Background: an optimization exercise with open tools, aiming at small area and a short achievable clock period. Do not read the settings as production practice. In this exercise RTL edits were held to simulation tests only and were not proved equivalent to the original. Power is estimated from default activity; no workload was simulated.

## multiplier_pipelined
module multiplier_pipelined(
    input clk,
    input logic[31:0] a,
    input logic[31:0] b,
    output logic[63:0] r
);
    logic [31:0] a_q;
    logic [33:0] a3_q;
    logic [10:0] s1_q, s2_q, s3_q, s4_q;
    logic [9:0] neg_q;
    logic [14:0] lo_q;
    logic ci_q;
    logic [63:15] p_q;
    logic [63:15] g_q;
    logic [63:15] x_q;
    logic [63:15] y_q;
    logic pp1;
    logic pp2;
    logic pp3;
    logic pp4;
    logic pp5;
    logic pp6;
    logic pp7;
    logic pp8;
    logic pp9;
    logic pp10;
    logic pp11;
    logic pp12;
    logic pp13;
    logic pp14;
    logic pp15;
    logic pp16;
    logic pp17;
    logic pp18;
    logic pp19;
    logic pp20;
    logic pp21;
    logic pp22;
    logic pp23;
    logic pp24;
    logic pp25;
    logic pp26;
    logic pp27;
    logic pp28;
    logic pp29;
    logic pp30;
    logic pp31;
    logic pp32;
    logic pp33;
    logic pp34;
    logic ns35;
    logic pp36;
    logic pp37;
    logic pp38;
    logic pp39;
    logic pp40;
    logic pp41;
    logic pp42;
    logic pp43;
    logic pp44;
    logic pp45;
    logic pp46;
    logic pp47;
  ...
Size in the first run: about 2900 cells after synthesis, ~230 flip-flops.
export LEC_CHECK = 0
export CAP_MARGIN = 20
export CORE_MARGIN = 2
export CORE_UTILIZATION = 40
export SETUP_SLACK_MARGIN = 3.1
export SLEW_MARGIN = 20
export SYNTH_HIERARCHICAL = 1
create_clock -name core_clock -period 7.5 [get_ports {clk}]
standard.sh (not shown) runs the stock make flow with config.mk's settings and CLKGATE_MAP_FILE= SYNTH_SCRIPT=/design/flow/synth_recipe.tcl, a recipe that flattens the netlist after the stock synthesis.
==> flow/flow/run.sh <==
#!/bin/bash
# The standard layout (the standard.sh, unchanged synthesis and steps), except that the
# input and output ports are buffered with sky130_fd_sc_hd__buf_2 cells rather than the cell
# buffer_ports picks by default (clkdlybuf4s50_1, a slow delay cell). Every port still gets a buffer.
set -euo pipefail
export BUFFER_PORTS_ARGS="-buffer_cell sky130_fd_sc_hd__buf_2"
bash standard.sh > standard_flow.log 2>&1
The starting point completed without violations.
Edit:
SETUP_SLACK_MARGIN = 3.3   (was 3.1)
Result:
- total power increases by a few percent
- design area increases by a few percent
- core utilization increases by 1.9 points
- combinational power increases by a little under a tenth
- sequential power increases by a few percent
Edit:
==> flow/flow/run.sh (replaced) <==
#!/bin/bash
# The standard layout (the standard.sh: unchanged synthesis and steps), with two changes:
# - the input and output ports are buffered with sky130_fd_sc_hd__buf_2 cells rather than
#   the cell buffer_ports picks by default (clkdlybuf4s50_1, a slow delay cell); every port
#   still gets a buffer;
# - after synthesis, flow/upsize.tcl (ORFS's POST_SYNTH_TCL hook) gives flip-flops that drive
#   8 or more loads the dfxtp_4 drive strength; registers keep their names and cell type.
set -euo pipefail
export BUFFER_PORTS_ARGS="-buffer_cell sky130_fd_sc_hd__buf_2"
export POST_SYNTH_TCL="$PWD/flow/upsize.tcl"
bash standard.sh > standard_flow.log 2>&1
==> flow/flow/upsize.tcl (new file) <==
# Give the flip-flops that drive many loads a stronger drive (dfxtp_1 -> dfxtp_4).
# Loads are counted through buffers and inverters. Only the drive strength changes:
# every register keeps its name and its cell type.
proc my_sinks {net depth} {
  set n 0
  foreach it [$net getITerms] {
    if {[$it isOutputSignal]} { continue }
    set m [[$it getInst] getMaster]
    if {$depth < 4 && [regexp {__(clk)?(buf|inv)_} [$m getName]]} {
      set o [[$it getInst] findITerm [expr {[regexp {inv} [$m getName]] ? "Y" : "X"}]]
      if {$o ne "NULL" && [$o getNet] ne "NULL"} { incr n [my_sinks [$o getNet] [expr {$depth + 1}]]; continue }
    }
    incr n
  }
  return $n
}
set n_up 0
foreach inst [[ord::get_db_block] getInsts] {
  if {[[$inst getMaster] getName] ne "sky130_fd_sc_hd__dfxtp_1"} { continue }
  set net [[$inst findITerm Q] getNet]
  if {$net eq "NULL"} { continue }
  if {[my_sinks $net 0] >= 8} {
    replace_cell [$inst getName] sky130_fd_sc_hd__dfxtp_4
    incr n_up
  }
}
puts "upsize.tcl: $n_up flip-flops upsized to dfxtp_4"
SETUP_SLACK_MARGIN = 3.45   (was 3.3)
Effect:
- worst setup slack gains 0.072 ns
- power rises by about 8%
- hold slack gets better by 0.20 ns
- clock-buffer cell count goes down by 1
- maximum frequency went up by 1.7%
- clock power rose by 18%
- routed wire length increases by 6.3%
- sequential power rises by 10%
- critical path depth fell by 1
Edit:
PLACE_DENSITY = 0.75   (was unset)
SETUP_SLACK_MARGIN = 2.8   (was 3.45)
- total power decreases by 13%
- design area drops by 10%
- flip-flop and latch count does not change
- first-iteration DRC count is lower by 4.9%
- wire length is lower by 17%

## run A
Starting RTL as in the previous note.
// multiplier_pipelined
module multiplier_pipelined(
    input clk,
    input logic[31:0] a,
    input logic[31:0] b,
    output logic[63:0] r
);
clock: 7.5 ns
lec_check: 0
cap_margin: 20
core_margin: 2
core_utilization: 40
place_density: 0.75
setup_slack_margin: 3.3
slew_margin: 20
synth_hierarchical: 1
==> flow/flow/run.sh <==
#!/bin/bash
# The standard layout (the standard.sh: unchanged synthesis and steps), with two changes:
# - the input and output ports are buffered with sky130_fd_sc_hd__buf_2 cells rather than
#   the cell buffer_ports picks by default (clkdlybuf4s50_1, a slow delay cell); every port
#   still gets a buffer;
# - after synthesis, flow/upsize.tcl (ORFS's POST_SYNTH_TCL hook) gives flip-flops that drive
#   8 or more loads the dfxtp_4 drive strength; registers keep their names and cell type.
set -euo pipefail
export BUFFER_PORTS_ARGS="-buffer_cell sky130_fd_sc_hd__buf_2"
export POST_SYNTH_TCL="$PWD/flow/upsize.tcl"
bash standard.sh > standard_flow.log 2>&1
==> flow/flow/upsize.tcl <==
# Give the flip-flops that drive many loads a stronger drive (dfxtp_1 -> dfxtp_4).
# Loads are counted through buffers and inverters. Only the drive strength changes:
# every register keeps its name and its cell type.
proc my_sinks {net depth} {
  set n 0
  foreach it [$net getITerms] {
    if {[$it isOutputSignal]} { continue }
    set m [[$it getInst] getMaster]
    if {$depth < 4 && [regexp {__(clk)?(buf|inv)_} [$m getName]]} {
      set o [[$it getInst] findITerm [expr {[regexp {inv} [$m getName]] ? "Y" : "X"}]]
      if {$o ne "NULL" && [$o getNet] ne "NULL"} { incr n [my_sinks [$o getNet] [expr {$depth + 1}]]; continue }
    }
    incr n
  }
  return $n
}
set n_up 0
foreach inst [[ord::get_db_block] getInsts] {
  if {[[$inst getMaster] getName] ne "sky130_fd_sc_hd__dfxtp_1"} { continue }
  set net [[$inst findITerm Q] getNet]
  if {$net eq "NULL"} { continue }
  if {[my_sinks $net 0] >= 8} {
    replace_cell [$inst getName] sky130_fd_sc_hd__dfxtp_4
    incr n_up
  }
}
puts "upsize.tcl: $n_up flip-flops upsized to dfxtp_4"
No stage failed in run A, and the final checks on the layout all came back clean.
Here is what was changed in the inputs of run B compared with run A.
Settings: a change of SETUP_SLACK_MARGIN from 3.3 to 3.6; a deleted PLACE_DENSITY that had been 0.75.
==> flow/flow/run.sh <==
#!/bin/bash
# The standard layout (the standard.sh, unchanged synthesis and steps), except that the
# input and output ports are buffered with sky130_fd_sc_hd__buf_2 cells rather than the cell
# buffer_ports picks by default (clkdlybuf4s50_1, a slow delay cell). Every port still gets a buffer.
set -euo pipefail
export BUFFER_PORTS_ARGS="-buffer_cell sky130_fd_sc_hd__buf_2"
bash standard.sh > standard_flow.log 2>&1
removed: flow/flow/upsize.tcl
## What came out
- Measured against each other, run B and run A differ in sequential power, the higher figure coming from run A.
- Looking only at post-CTS setup buffer count, and setting everything else aside, the higher value of run B and run A goes to run B.
- Run B ended with more non-clock buffer instance count of the final layout than run A.
- When run B is measured against run A, its largest vdd supply drop turns out 0.0000077 V higher.
- Run B vs run A: average cell area after synthesis down
- Compared to run A, run B shows a narrower setup margin.
- Compared with run A, run B shows final cell utilization of the core higher by 4.9 points.
For run C, these inputs were changed with respect to run B:
Settings: SETUP_SLACK_MARGIN now 3.3, was 3.6.
==> flow/flow/run.sh <==
#!/bin/bash
# The standard layout (the standard.sh: unchanged synthesis and steps), with two changes:
# - the input and output ports are buffered with sky130_fd_sc_hd__buf_2 cells rather than
#   the cell buffer_ports picks by default (clkdlybuf4s50_1, a slow delay cell); every port
#   still gets a buffer;
# - after synthesis, flow/upsize.tcl (ORFS's POST_SYNTH_TCL hook) gives flip-flops that drive
#   8 or more loads the dfxtp_4 drive strength; registers keep their names and cell type.
set -euo pipefail
export BUFFER_PORTS_ARGS="-buffer_cell sky130_fd_sc_hd__buf_2"
export POST_SYNTH_TCL="$PWD/flow/upsize.tcl"
bash standard.sh > standard_flow.log 2>&1
==> flow/flow/upsize.tcl (new file) <==
# Give the flip-flops that drive many loads a stronger drive (dfxtp_1 -> dfxtp_4).
# Loads are counted through buffers and inverters. Only the drive strength changes:
# every register keeps its name and its cell type.
proc my_sinks {net depth} {
  set n 0
  foreach it [$net getITerms] {
    if {[$it isOutputSignal]} { continue }
    set m [[$it getInst] getMaster]
    if {$depth < 4 && [regexp {__(clk)?(buf|inv)_} [$m getName]]} {
      set o [[$it getInst] findITerm [expr {[regexp {inv} [$m getName]] ? "Y" : "X"}]]
      if {$o ne "NULL" && [$o getNet] ne "NULL"} { incr n [my_sinks [$o getNet] [expr {$depth + 1}]]; continue }
    }
    incr n
  }
  return $n
}
set n_up 0
foreach inst [[ord::get_db_block] getInsts] {
  if {[[$inst getMaster] getName] ne "sky130_fd_sc_hd__dfxtp_1"} { continue }
  set net [[$inst findITerm Q] getNet]
  if {$net eq "NULL"} { continue }
  if {[my_sinks $net 0] >= 8} {
    replace_cell [$inst getName] sky130_fd_sc_hd__dfxtp_4
    incr n_up
  }
}
puts "upsize.tcl: $n_up flip-flops upsized to dfxtp_4"
Between run C and run B, it is run C whose register-to-register slack is lower, by 0.21 ns.
Run B ended up with met4 as its uppermost layer routed; run C ended up with met5.
Overall fraction of global-route tracks in use was higher in run B than in run C.
Run C completed; timing, DRC and antenna clean
Looking only at minimum setup slack after placement, and setting everything else aside, the lower value of run C and run B goes to run C.
The following lists how run D was set up differently from run C:
Settings: a change of SETUP_SLACK_MARGIN from 3.3 to 3.1; an added PLACE_DENSITY of 0.75.
--- outcome ---
Peak clock frequency supported by timing (run D vs. run C) decreases by a few percent. Run D vs. run C: fill cell total of the finished layout moved up, non-clock buffer count lost 17%, via density per instance held steady. On worst setup slack after layout: run D sits below run C. Detailed placer's ending HPWL, run D and run C, higher one = run C. Note that the clock network power recorded for run D amounts to 0.899 times the value seen in run C. From run C to run D the numbers moved as follows: wire length of the first global-routing pass has decreased; number of resized instances in the post-cts repair step has decreased; post-detailed-routing wire length has decreased; design area has decreased.

[what the ideal ports hide]
The flow's constraints put no driver on any port. The routed layouts listed below were extracted and timed again, unchanged, in two steps.
Step 1 assumes that a clkbuf_16 drives the clock port and a buf_2 every other input.
Step 2 adds t to the input delays and takes it off the output delays; t is the mean of the earliest and latest rising clock arrival at the registers after step 1. Input paths then give back, and output paths get back, about the clock's delay inside the block.
a / b / c = no drivers / after step 1 / after step 2; a / b = the first two.
run | shift t [ns] | setup WS [ns] | latest minus earliest clock arrival (ns) | worst data-port slew with drivers (ns) | pins driven straight from the clock port
the first run of note 1 | 0.625 | 3.123 / 3.109 / 3.123 | 0.013 / 0.014 | 0.05 | 1
the second run of note 1 | 0.625 | 3.264 / 3.204 / 3.332 | 0.017 / 0.017 | 0.05 | 1
the third run of note 1 | 0.653 | 3.336 / 3.266 / 3.375 | 0.009 / 0.009 | 0.05 | 1
the fourth run of note 1 | 0.604 | 2.900 / 2.837 / 3.290 | 0.017 / 0.016 | 0.07 | 1
run A | 0.605 | 3.242 / 3.180 / 3.299 | 0.013 / 0.013 | 0.07 | 1
run B | 0.632 | 3.237 / 3.178 / 3.400 | 0.037 / 0.038 | 0.05 | 1
run C | 0.643 | 3.326 / 3.274 / 3.326 | 0.015 / 0.015 | 0.05 | 1
run D | 0.605 | 3.142 / 3.080 / 3.307 | 0.011 / 0.011 | 0.07 | 1
After both steps setup and hold are still met in every run listed.
